What follows belongs to an exercise in optimizing a design on an open flow for small area; a production flow would make more cautious choices.
In this exercise RTL edits were held to simulation tests only and were not proved equivalent to the original.
Power is estimated from default activity; no workload was simulated.

Setup of P:
// crypto_dimension
module crypto_dimension(
    input clk,
    input btns,
    input btnr,
    input btnd,
    input btnl,
    input btnu,
    input rst,
    input echo,
    input [15:0] sw,
    output led16_b,
    output led16_g,
    output led16_r,
    output led17_b,
    output led17_g,
    output led17_r,
    output trig,
    output [15:0] Led,
    output wire [7:0] seg,
    output wire [7:0] an
);
Size: roughly 5,600 cells after synthesis, roughly 63 I/O pins, roughly 63,000 um^2 of cells after synthesis.
export LEC_CHECK = 0
export ABC_AREA = 1
export CAP_MARGIN = 20
export CORE_MARGIN = 2
export CORE_UTILIZATION = 40
export SLEW_MARGIN = 20
create_clock -name core_clock -period 250.0 [get_ports {clk}]
standard.sh (not shown) runs the stock make flow with config.mk's settings and CLKGATE_MAP_FILE= SYNTH_SCRIPT=/design/flow/synth_recipe.tcl, a recipe that flattens the netlist after the stock synthesis.
==> flow/flow/run.sh <==
#!/bin/bash
# Own layout flow:
#  1. the standard synthesis (standard.sh synth), unchanged;
#  2. its combinational logic mapped again for area with Yosys and ABC
#     (remap.tcl, remap.abc); every register and tie cell stays as it is;
#  3. the standard layout from floorplan to finish on that netlist, with
#     the clock tree built without dummy loads (CTS_ARGS).
# Each tool's output goes to a log file of its own in the work folder.
set -euo pipefail
WORK=$(pwd)
RES=$WORK/orfs/results/$FLOW_PLATFORM/crypto_dimension/base
PLAT=$FLOW_HOME/platforms/$FLOW_PLATFORM

bash standard.sh synth > 1_synth_standard.log 2>&1
cp "$RES/1_2_yosys.v" "$WORK/1_2_yosys_standard.v"

export REMAP_LIB=$PLAT/lib/sky130_fd_sc_hd__tt_025C_1v80.lib
export REMAP_IN=$WORK/1_2_yosys_standard.v
export REMAP_TOP=$FLOW_TOP
export REMAP_ABC=$WORK/flow/remap.abc
export REMAP_OUT=$RES/1_2_yosys.v
export REMAP_DONT_USE="$(sed -n '/DONT_USE_CELLS += /,/^$/p' "$PLAT/config.mk" | tr -d '\\' | sed 's/export DONT_USE_CELLS += //' | tr '\n' ' ')"
yosys -c flow/remap.tcl > 1_remap.log 2>&1
rm -f "$RES/1_synth.odb" "$RES/1_synth.sdc"

export CTS_ARGS="-sink_clustering_enable -repair_clock_nets -sink_clustering_size 20 -sink_clustering_max_diameter 50 -buf_list sky130_fd_sc_hd__clkbuf_8 -dont_use_dummy_load"
bash standard.sh > 2_layout.log 2>&1
==> flow/flow/remap.abc <==
strash
&get -n
&fraig -x
&put
dch -f
amap
mfs2
strash
dch -f
amap
topo
==> flow/flow/remap.tcl <==
# Re-map the combinational logic of the standard synthesis netlist for area.
# Every register and tie cell is kept as it is (same instance, name and cell).
yosys -import
set lib $::env(REMAP_LIB)
read_liberty -ignore_miss_func $lib
read_verilog -noblackbox $::env(REMAP_IN)
hierarchy -top $::env(REMAP_TOP)
# the sequential and tie cells stay as they are
blackbox =sky130_fd_sc_hd__*df* =sky130_fd_sc_hd__*dl* =sky130_fd_sc_hd__conb_*
setattr -set keep 1 t:sky130_fd_sc_hd__*df* t:sky130_fd_sc_hd__*dl* t:sky130_fd_sc_hd__conb_*
flatten
opt_clean -purge
opt_expr
opt_clean -purge
set du {}
foreach c $::env(REMAP_DONT_USE) { lappend du -dont_use $c }
abc -liberty $lib {*}$du -script $::env(REMAP_ABC)
opt_clean -purge
splitnets
opt_clean -purge
hilomap -singleton -hicell sky130_fd_sc_hd__conb_1 HI -locell sky130_fd_sc_hd__conb_1 LO
insbuf -buf sky130_fd_sc_hd__buf_4 A X
opt_clean -purge
select -module $::env(REMAP_TOP)
stat -liberty $lib
write_verilog -noattr -nohex -nodec -selected $::env(REMAP_OUT)
Here is what was changed in the inputs of Q compared with P.
- SLEW_MARGIN changed from 20 to 0
- CAP_MARGIN changed from 20 to 0
--- a/flow/flow/run.sh
+++ b/flow/flow/run.sh
@@ -25,2 +25,4 @@
 
+# delay cells are no use here: setup slack is large and hold is met with buffers
+export DONT_USE_CELLS="sky130_fd_sc_hd__clkdlybuf4s15_1 sky130_fd_sc_hd__clkdlybuf4s15_2 sky130_fd_sc_hd__clkdlybuf4s18_1 sky130_fd_sc_hd__clkdlybuf4s18_2 sky130_fd_sc_hd__clkdlybuf4s25_1 sky130_fd_sc_hd__clkdlybuf4s25_2 sky130_fd_sc_hd__clkdlybuf4s50_1 sky130_fd_sc_hd__clkdlybuf4s50_2"
 export CTS_ARGS="-sink_clustering_enable -repair_clock_nets -sink_clustering_size 20 -sink_clustering_max_diameter 50 -buf_list sky130_fd_sc_hd__clkbuf_8 -dont_use_dummy_load"
--- a/flow/flow/remap.abc
+++ b/flow/flow/remap.abc
@@ -2,3 +2,3 @@
 &get -n
-&fraig -x
+&deepsyn -T 300
 &put
Results
No run among Q and P stopped early or left any final violation; all are clean.
In Q relative to P, logic depth of the worst register-to-register path had gone down by more than 10%.
Looking at synthesized cell count, Q sits below P.
Fill cell total of the finished layout ended up 0.32% lower on Q than on P.
Between P and Q, the flow reports wire length of the first global-routing pass decreasing by a few percent.
Multi-input logic cell count, Q and P: larger value in P
Delta (Q minus P): smallest setup slack after layout shows a reduction of 0.031 ns, final-layout clock buffer total shows a reduction of 1.3%.

crypto_dimension, a different RTL version from the one above (not shown whole).
Size in the first run: about 5100 cells after synthesis.
## crypto_dimension
module crypto_dimension(
    input clk,
    input btns,
    input btnr,
    input btnd,
    input btnl,
    input btnu,
    input rst,
    input echo,
    input [15:0] sw,
    output led16_b,
    output led16_g,
    output led16_r,
    output led17_b,
    output led17_g,
    output led17_r,
    output trig,
    output [15:0] Led,
    output wire [7:0] seg,
    output wire [7:0] an
);
==> flow/config.mk <==
export PLATFORM = sky130hd
export DESIGN_NAME = crypto_dimension
export DESIGN_NICKNAME = crypto_dimension
export VERILOG_FILES = /design/flow/design.v
export SDC_FILE = /design/flow/constraint.sdc
export NUM_CORES = 8
export LEC_CHECK = 0
export ABC_AREA = 1
export CAP_MARGIN = 0
export CORE_MARGIN = 2
export CORE_UTILIZATION = 60
export PLACE_DENSITY = 0.72
export SLEW_MARGIN = 0
==> flow/constraint.sdc <==
create_clock -name core_clock -period 250.0 [get_ports {clk}]
set_input_delay 50.0000 -clock core_clock [delete_from_list [all_inputs] [get_ports {clk}]]
set_output_delay 50.0000 -clock core_clock [all_outputs]
set_load 0.01 [all_outputs]
==> flow/flow/run.sh <==
#!/bin/bash
# Own layout flow:
#  1. the standard synthesis (standard.sh synth), unchanged;
#  2. its combinational logic mapped again for area with Yosys and ABC
#     (remap.tcl, remap.abc); every register and tie cell stays as it is;
#  3. the standard layout from floorplan to finish on that netlist, with
#     the clock tree built without dummy loads (CTS_ARGS).
# Each tool's output goes to a log file of its own in the work folder.
set -euo pipefail
WORK=$(pwd)
RES=$WORK/orfs/results/$FLOW_PLATFORM/crypto_dimension/base
PLAT=$FLOW_HOME/platforms/$FLOW_PLATFORM

bash standard.sh synth > 1_synth_standard.log 2>&1
cp "$RES/1_2_yosys.v" "$WORK/1_2_yosys_standard.v"

export REMAP_LIB=$PLAT/lib/sky130_fd_sc_hd__tt_025C_1v80.lib
export REMAP_IN=$WORK/1_2_yosys_standard.v
export REMAP_TOP=$FLOW_TOP
export REMAP_ABC=$WORK/flow/remap.abc
export REMAP_OUT=$RES/1_2_yosys.v
export REMAP_DONT_USE="$(sed -n '/DONT_USE_CELLS += /,/^$/p' "$PLAT/config.mk" | tr -d '\\' | sed 's/export DONT_USE_CELLS += //' | tr '\n' ' ')"
yosys -c flow/remap.tcl > 1_remap.log 2>&1
rm -f "$RES/1_synth.odb" "$RES/1_synth.sdc"

# plain buffers on the ports (the delay cells the default picks are larger)
export BUFFER_PORTS_ARGS="-buffer_cell sky130_fd_sc_hd__buf_1"
export CTS_ARGS="-sink_clustering_enable -repair_clock_nets -sink_clustering_size 20 -sink_clustering_max_diameter 50 -buf_list sky130_fd_sc_hd__clkbuf_8 -dont_use_dummy_load"
bash standard.sh > 2_layout.log 2>&1
==> flow/flow/remap.abc <==
strash
&get -n
&fraig -x
&put
dch -f
amap
mfs2
strash
dch -f
amap
topo
Scripts as last shown in full above: flow/flow/remap.tcl
Then changed:
--- a/flow/flow/run.sh
+++ b/flow/flow/run.sh
@@ -28 +28 @@
-export CTS_ARGS="-sink_clustering_enable -repair_clock_nets -sink_clustering_size 20 -sink_clustering_max_diameter 50 -buf_list sky130_fd_sc_hd__clkbuf_8 -dont_use_dummy_load"
+export CTS_ARGS="-sink_clustering_enable -repair_clock_nets -sink_clustering_size 21 -sink_clustering_max_diameter 55 -buf_list sky130_fd_sc_hd__clkbuf_8 -dont_use_dummy_load"
==> flow/flow/remap.abc (replaced) <==
strash
&get -n
&deepsyn -T 120
&put
dch -f
amap -m -F 4 -A 8
mfs2
strash
dch -f
amap -m -F 4 -A 8
topo
--- a/flow/config.mk
+++ b/flow/config.mk
@@ -11,2 +11,2 @@
-export CORE_UTILIZATION = 60
-export PLACE_DENSITY = 0.72
+export CORE_UTILIZATION = 70
+export PLACE_DENSITY = 0.82
Result:
- The changed run completed without violations
- global-route usage grows by 5.5 points
- clock power shrinks by about 3%
- sequential cell count stays the same
- first-iteration DRC count grows by 20%
- worst setup slack is worse by 0.10 ns
- power shrinks by 0.78%
- via count shrinks by 0.42%
- die area shrinks by 15%
- wire length grows by 3.7%
- count of clock-buffer cells in the layout shrinks by 15
- synthesized area shrinks by 1.3%

-- what the ideal ports hide --
No port has a modelled driver above. Below, the same layouts with a new extraction and two added sets of constraints.
Step 1 assumes that a clkbuf_16 drives the clock port and a buf_2 every other input.
Step 2 also shifts input and output timing later by t, the mid clock arrival at the registers, as if the neighbouring blocks saw the same clock.
a / b / c = ideal ports / drivers / drivers and shift; a / b = the first two.
run	t (ns)	slack for setup (ns)	worst setup path after step 2
P	0.923	148.701 / 148.675 / 148.675	input to output
Q	0.920	148.670 / 148.632 / 148.632	input to output
the first run of note 2	0.858	149.509 / 149.486 / 149.486	input to output
the second run of note 2	0.862	149.409 / 149.385 / 149.385	input to output
After both steps setup and hold are still met in every run listed. For Q, which loses most, drivers alone change the setup slack by -0.038 ns; drivers and shift together by -0.038 ns.
